From an optimization exercise on the open Yosys and OpenROAD flow, aimed at small area and a short achievable clock period; shortcuts taken in it are not production practice.
Function was checked by simulation only, so behaviour that the tests miss may differ from the original.

==> fjord: inputs <==
// neuron
module neuron (CLK, INIT, RESET, SPIKED, V_OUT, U_OUT, I, a, b, c, d);
clock: 120.0 ns
lec_check: 0
abc_area: 1
cap_margin: 50
core_margin: 2
core_utilization: 60
place_density: 0.75
slew_margin: 70
synth_hierarchical: 1
synth_minimum_keep_size: 0
standard.sh (not shown) runs the stock make flow with config.mk's settings and CLKGATE_MAP_FILE= SYNTH_SCRIPT=/design/flow/synth_recipe.tcl, a recipe that flattens the netlist after the stock synthesis.
==> flow/flow/run.sh <==
#!/bin/bash
set -euo pipefail
W=$(pwd)
bash "$W/standard.sh" SETUP_SLACK_MARGIN=60 SKIP_GATE_CLONING=1 SKIP_PIN_SWAP=1 SETUP_MOVE_SEQUENCE=unbuffer,sizeup,buffer finish > "$W/flow_make.log" 2>&1
==> amber (differences from fjord) <==
==> flow/flow/run.sh (replaced) <==
#!/bin/bash
set -euo pipefail
W=$(pwd)
bash "$W/standard.sh" SETUP_SLACK_MARGIN=60 finish > "$W/flow_make.log" 2>&1
--- a/flow/config.mk
+++ b/flow/config.mk
@@ -10,4 +10,4 @@
 export CORE_MARGIN = 2
-export CORE_UTILIZATION = 60
-export PLACE_DENSITY = 0.75
+export CORE_UTILIZATION = 70
+export PLACE_DENSITY = 0.85
 export SLEW_MARGIN = 70
==> maple (differences from fjord) <==
==> flow/run.sh (new file) <==
#!/bin/bash
# synth_recipe.tcl (not shown) runs the flow's synth.tcl, then flattens the netlist and writes it again
# the make line also repeats each setting of config.mk as NAME=value (left out here)
make -C /OpenROAD-flow-scripts/flow DESIGN_CONFIG=/design/flow/config.mk WORK_HOME=/design/flow/orfs CLKGATE_MAP_FILE= SYNTH_SCRIPT=/design/flow/synth_recipe.tcl finish
removed: flow/flow/run.sh
removed: flow/standard.sh
==> garnet (differences from fjord) <==
==> flow/flow/run.sh (replaced) <==
#!/bin/bash
set -euo pipefail
W=$(pwd)
bash "$W/standard.sh" SETUP_SLACK_MARGIN=60 finish > "$W/flow_make.log" 2>&1
==> summary.md <==
| Metric | Value |
|---|---|
| GP Congestion | between 1 and 1.5 |
| Share of cells above drive strength 1 | 0.08526 |
| Result of the run | no timing/DRC/antenna violations |
| DR iter-0 viols | 12532 |
| Initial Util | 0.6019 |
-- figures above: maple

==> summary.md <==
| Metric | Value |
|---|---|
| Result of the run | did not finish |
| Failing step | global routing (5_1_grt) |
| Log Error | [ERROR GRT-0232] Routing congestion too high. Check the congestion heatmap in the GUI. |
| Top FF cell, synth | dfxtp_1 |
| GP Congestion | approximately 1.1 |
| Initial Util | 0.7060 |
| Post-Syn Instances | approximately 15000 |
| Met1 global-route usage | 0.6974 |
-- figures above: amber

==> summary.md <==
| Metric | Value |
|---|---|
| CP max stage delay | 0.56 ns |
| Result of the run | no timing/DRC/antenna violations |
| Multi-input gate area | 0.09580 mm² |
| Initial Util | 0.6019 |
| GP Congestion | 1.049 |
| DR iter-0 viols | 14239 |
| Antenna violations before repair | 23 |
| Final setup TNS | 0 ns |
| Mapped Area | slightly above 0.1 mm² |
-- figures above: garnet

==> summary.md <==
| Metric | Value |
|---|---|
| Max-Cap Viols | 0 |
| DR iter-0 viols | approximately 13000 |
| Initial Util | 0.6019 |
| WS Path Type | in2reg |
| Share of cells above drive strength 1 | 0.1616 |
| Result of the run | no timing/DRC/antenna violations |
| Most common cell on crit path | nand2_2 |
| GP Congestion | around 1.0 |
-- figures above: fjord


==> 11-17 <==
Another version of the RTL of neuron (not shown whole).
export LEC_CHECK = 0
export ABC_AREA = 1
export CAP_MARGIN = 50
export CORE_MARGIN = 2
export CORE_UTILIZATION = 60
export PLACE_DENSITY = 0.75
export SLEW_MARGIN = 70
create_clock -name core_clock -period 120.0 [get_ports {CLK}]
run.sh (not shown) runs the stock make flow with config.mk's settings and CLKGATE_MAP_FILE= SYNTH_SCRIPT=/design/flow/synth_recipe.tcl, a recipe that flattens the netlist after the stock synthesis.
Stock flow here: none of the scripts above is used.
==> 08-21 (differences from 11-17) <==
CAP_MARGIN = 20   (was 50)
CORE_UTILIZATION = 40   (was 60)
PLACE_DENSITY = 0.6   (was 0.75)
SLEW_MARGIN = 20   (was 70)
==> qor.log <==
qor: worst_setup_path.reg2reg_from V[11]
qor: grt.track_usage 41.7%
qor: grt.grtUsageMet3 8.88%
qor: finish.drive_gt1_share 9.21%
qor: worst_setup_path.crit_path_max_fanout 39
qor: clock_network.clk-insertion-delay-late 0.41 ns
qor: drt.wl 391 mm
qor: finish.proportion_of_cell_area_occupied_by_registers 1.19%
qor: run_status.run_status complete, no violations
qor: floorplan.die_width 433 um
qor: sta.fin_crit 69.56 ns
qor: drt.drt_iter0_drc 11300
The numbers above come from 11-17.

==> qor.log <==
qor: clock_network.clk-insertion-delay-late 0.45 ns
qor: drt.drt_iter0_drc 9983
qor: finish.drive_gt1_share 6.60%
qor: grt.grtUsageMet3 4.25%
qor: worst_setup_path.crit_path_max_fanout 90
qor: worst_setup_path.critical_path.slowest_cell sky130_fd_sc_hd__o21ai_0
qor: sta.fin_crit 77.88 ns
qor: drt.wl 409 mm
qor: finish.proportion_of_cell_area_occupied_by_registers 1.16%
qor: worst_setup_path.reg2reg_from V[26]
qor: sta.actual_transition_at_the_worst_max_transition_pin 1.37 ns
qor: grt.track_usage 28.9%
qor: drt.wl_met1 165 mm
qor: run_status.run_status complete, no violations
The numbers above come from 08-21.


==> inputs of job 2291 <==
neuron, a different RTL version from the one above (not shown whole).
export LEC_CHECK = 0
export ABC_AREA = 1
export CAP_MARGIN = 30
export CORE_MARGIN = 2
export CORE_UTILIZATION = 60
export PLACE_DENSITY = 0.75
export SLEW_MARGIN = 70
export SYNTH_HIERARCHICAL = 1
export SYNTH_MINIMUM_KEEP_SIZE = 0
create_clock -name core_clock -period 120.0 [get_ports {CLK}]
==> job 2976: changes against job 2291 <==
Settings changed: CAP_MARGIN 30 to 50, SLEW_MARGIN 70 to 80.
==> notes.md <==
metric                                                                                job 2976               job 2291
Total of clock buffers placed in the layout                                                 10                      9
Worst Reg-to-Reg Cells                                                                     400                    373
Start of the worst register-to-register path                                             V[28]                  V[23]
FF-to-FF setup slack                                                                  52270 ps               51190 ps
Repair and plain buffers                                                                   766                    530
Crit path buffers/inverters                                                                 71                     50
Cell at the slowest stage of the critical path                sky130_fd_sc_hd__clkdlybuf4s50_1  sky130_fd_sc_hd__fa_1
Clk_skew                                                                               18.6 ps                11.5 ps
Routed len/inst                                                                        21.6 um                21.4 um
Clock-cell share                                                                        0.266%                 0.266%
Global-route wire length before repair                                                  593 mm                 581 mm
Worst-case hold slack                                                                   787 ps                 797 ps
Routed metal-1 wirelength                                                               145 mm                 143 mm
Footprint of the multi-input gates                                                 100000 um^2             96300 um^2
Final cell count without fillers                                                         17800                  17600
Fraction of final layout cells sized beyond drive strength 1                             12.1%                  7.12%
Detail Route met3 WL                                                                   36.6 mm                35.8 mm
Outcome                                                                         finished clean         finished clean
FMAX                                                                                  14.8 MHz               14.5 MHz
Final critical-path required period                                                   67730 ps               68810 ps
Routed via count divided by cell count                                                    6.04                   6.00
First-pass iteration count of the detailed router                                            9                      8
Worst-path maximum fanout                                                                   40                     43
Post-layout nets                                                                         18300                  18000

==> build 11: inputs <==
neuron again, from the RTL that the note above started with.
export LEC_CHECK = 0
export ABC_AREA = 1
export CAP_MARGIN = 50
export CORE_MARGIN = 2
export CORE_UTILIZATION = 60
export PLACE_DENSITY = 0.75
export SLEW_MARGIN = 70
export SYNTH_HIERARCHICAL = 1
export SYNTH_MINIMUM_KEEP_SIZE = 0
create_clock -name core_clock -period 120.0 [get_ports {CLK}]
standard.sh (not shown) runs the stock make flow with config.mk's settings and CLKGATE_MAP_FILE= SYNTH_SCRIPT=/design/flow/synth_recipe.tcl, a recipe that flattens the netlist after the stock synthesis.
==> flow/flow/run.sh <==
#!/bin/bash
set -euo pipefail
W=$(pwd)
bash "$W/standard.sh" SETUP_SLACK_MARGIN=60 finish > "$W/flow_make.log" 2>&1
==> trial 45: changes against build 11 <==
==> flow/run.sh (new file) <==
#!/bin/bash
# synth_recipe.tcl (not shown) runs the flow's synth.tcl, then flattens the netlist and writes it again
# the make line also repeats each setting of config.mk as NAME=value (left out here)
make -C /OpenROAD-flow-scripts/flow DESIGN_CONFIG=/design/flow/config.mk WORK_HOME=/design/flow/orfs CLKGATE_MAP_FILE= SYNTH_SCRIPT=/design/flow/synth_recipe.tcl finish
removed: flow/flow/run.sh
removed: flow/standard.sh
==> comparison <==
- In synthesized cell count, trial 45 and build 11 do not differ.
- Between build 11 and trial 45, the lower clock-buffer cell count is in trial 45 (gap 1).
- In flip-flop and latch count, build 11 and trial 45 do not differ.
- Of trial 45 and build 11, trial 45 has the higher sequential share of layout area (gap 0.088 points).
- In area after synthesis, build 11 and trial 45 do not differ.
- In trial 45 the critical path depth is higher than in build 11, by 180.
- Die area is the same in trial 45 and build 11.
- Trial 45 produced a clean layout. Build 11 finished with timing, DRC and antenna clean.
- Of build 11 and trial 45, build 11 has the higher utilization (gap 5.3 points).
- Between build 11 and trial 45, the lower design area is in trial 45 (gap 8.2%, measured against trial 45).

-- afterwards: timing with drivers on the ports --
The results above use ideal ports. As a check the final layouts listed here were re-extracted and re-timed, cells and wires unchanged.
Step 1 assumes that a clkbuf_16 drives the clock port and a buf_2 every other input.
Step 2, shift: input delay + t, output delay - t, t = (earliest + latest rising clock arrival at the registers) / 2. This alone moves slack from input paths to output paths.
a / b / c = ideal / step 1 / step 2; a / b = the first two.
| run | t (ns) | setup slack, ns | worst hold slack (ns) | worst setup path at the end |
|---|---|---|---|---|
| fjord | 0.434 | 61.336 / 61.316 / 60.882 | 0.813 / 0.813 / 0.813 | input to register |
| maple | 0.438 | 51.002 / 51.002 / 51.002 | 0.863 / 0.863 / 0.863 | register to register |
| garnet | 0.428 | 61.373 / 61.409 / 60.981 | 0.812 / 0.812 / 0.812 | input to register |
| 11-17 | 0.478 | 50.435 / 50.435 / 50.435 | 0.710 / 0.710 / 0.710 | register to register |
| 08-21 | 0.490 | 42.123 / 42.123 / 42.123 | 0.744 / 0.744 / 0.744 | register to register |
| job 2291 | 0.416 | 51.193 / 51.193 / 51.193 | 0.797 / 0.797 / 0.797 | register to register |
| job 2976 | 0.418 | 52.271 / 52.271 / 52.271 | 0.787 / 0.787 / 0.787 | register to register |
| build 11 | 0.450 | 61.420 / 61.457 / 61.007 | 0.806 / 0.806 / 0.806 | input to register |
| trial 45 | 0.412 | 51.860 / 51.860 / 51.860 | 0.823 / 0.823 / 0.823 | register to register |
After both steps setup and hold are still met in every run listed. The setup slack of fjord, which loses most, moves by -0.020 ns with the drivers and by -0.454 ns with both steps.
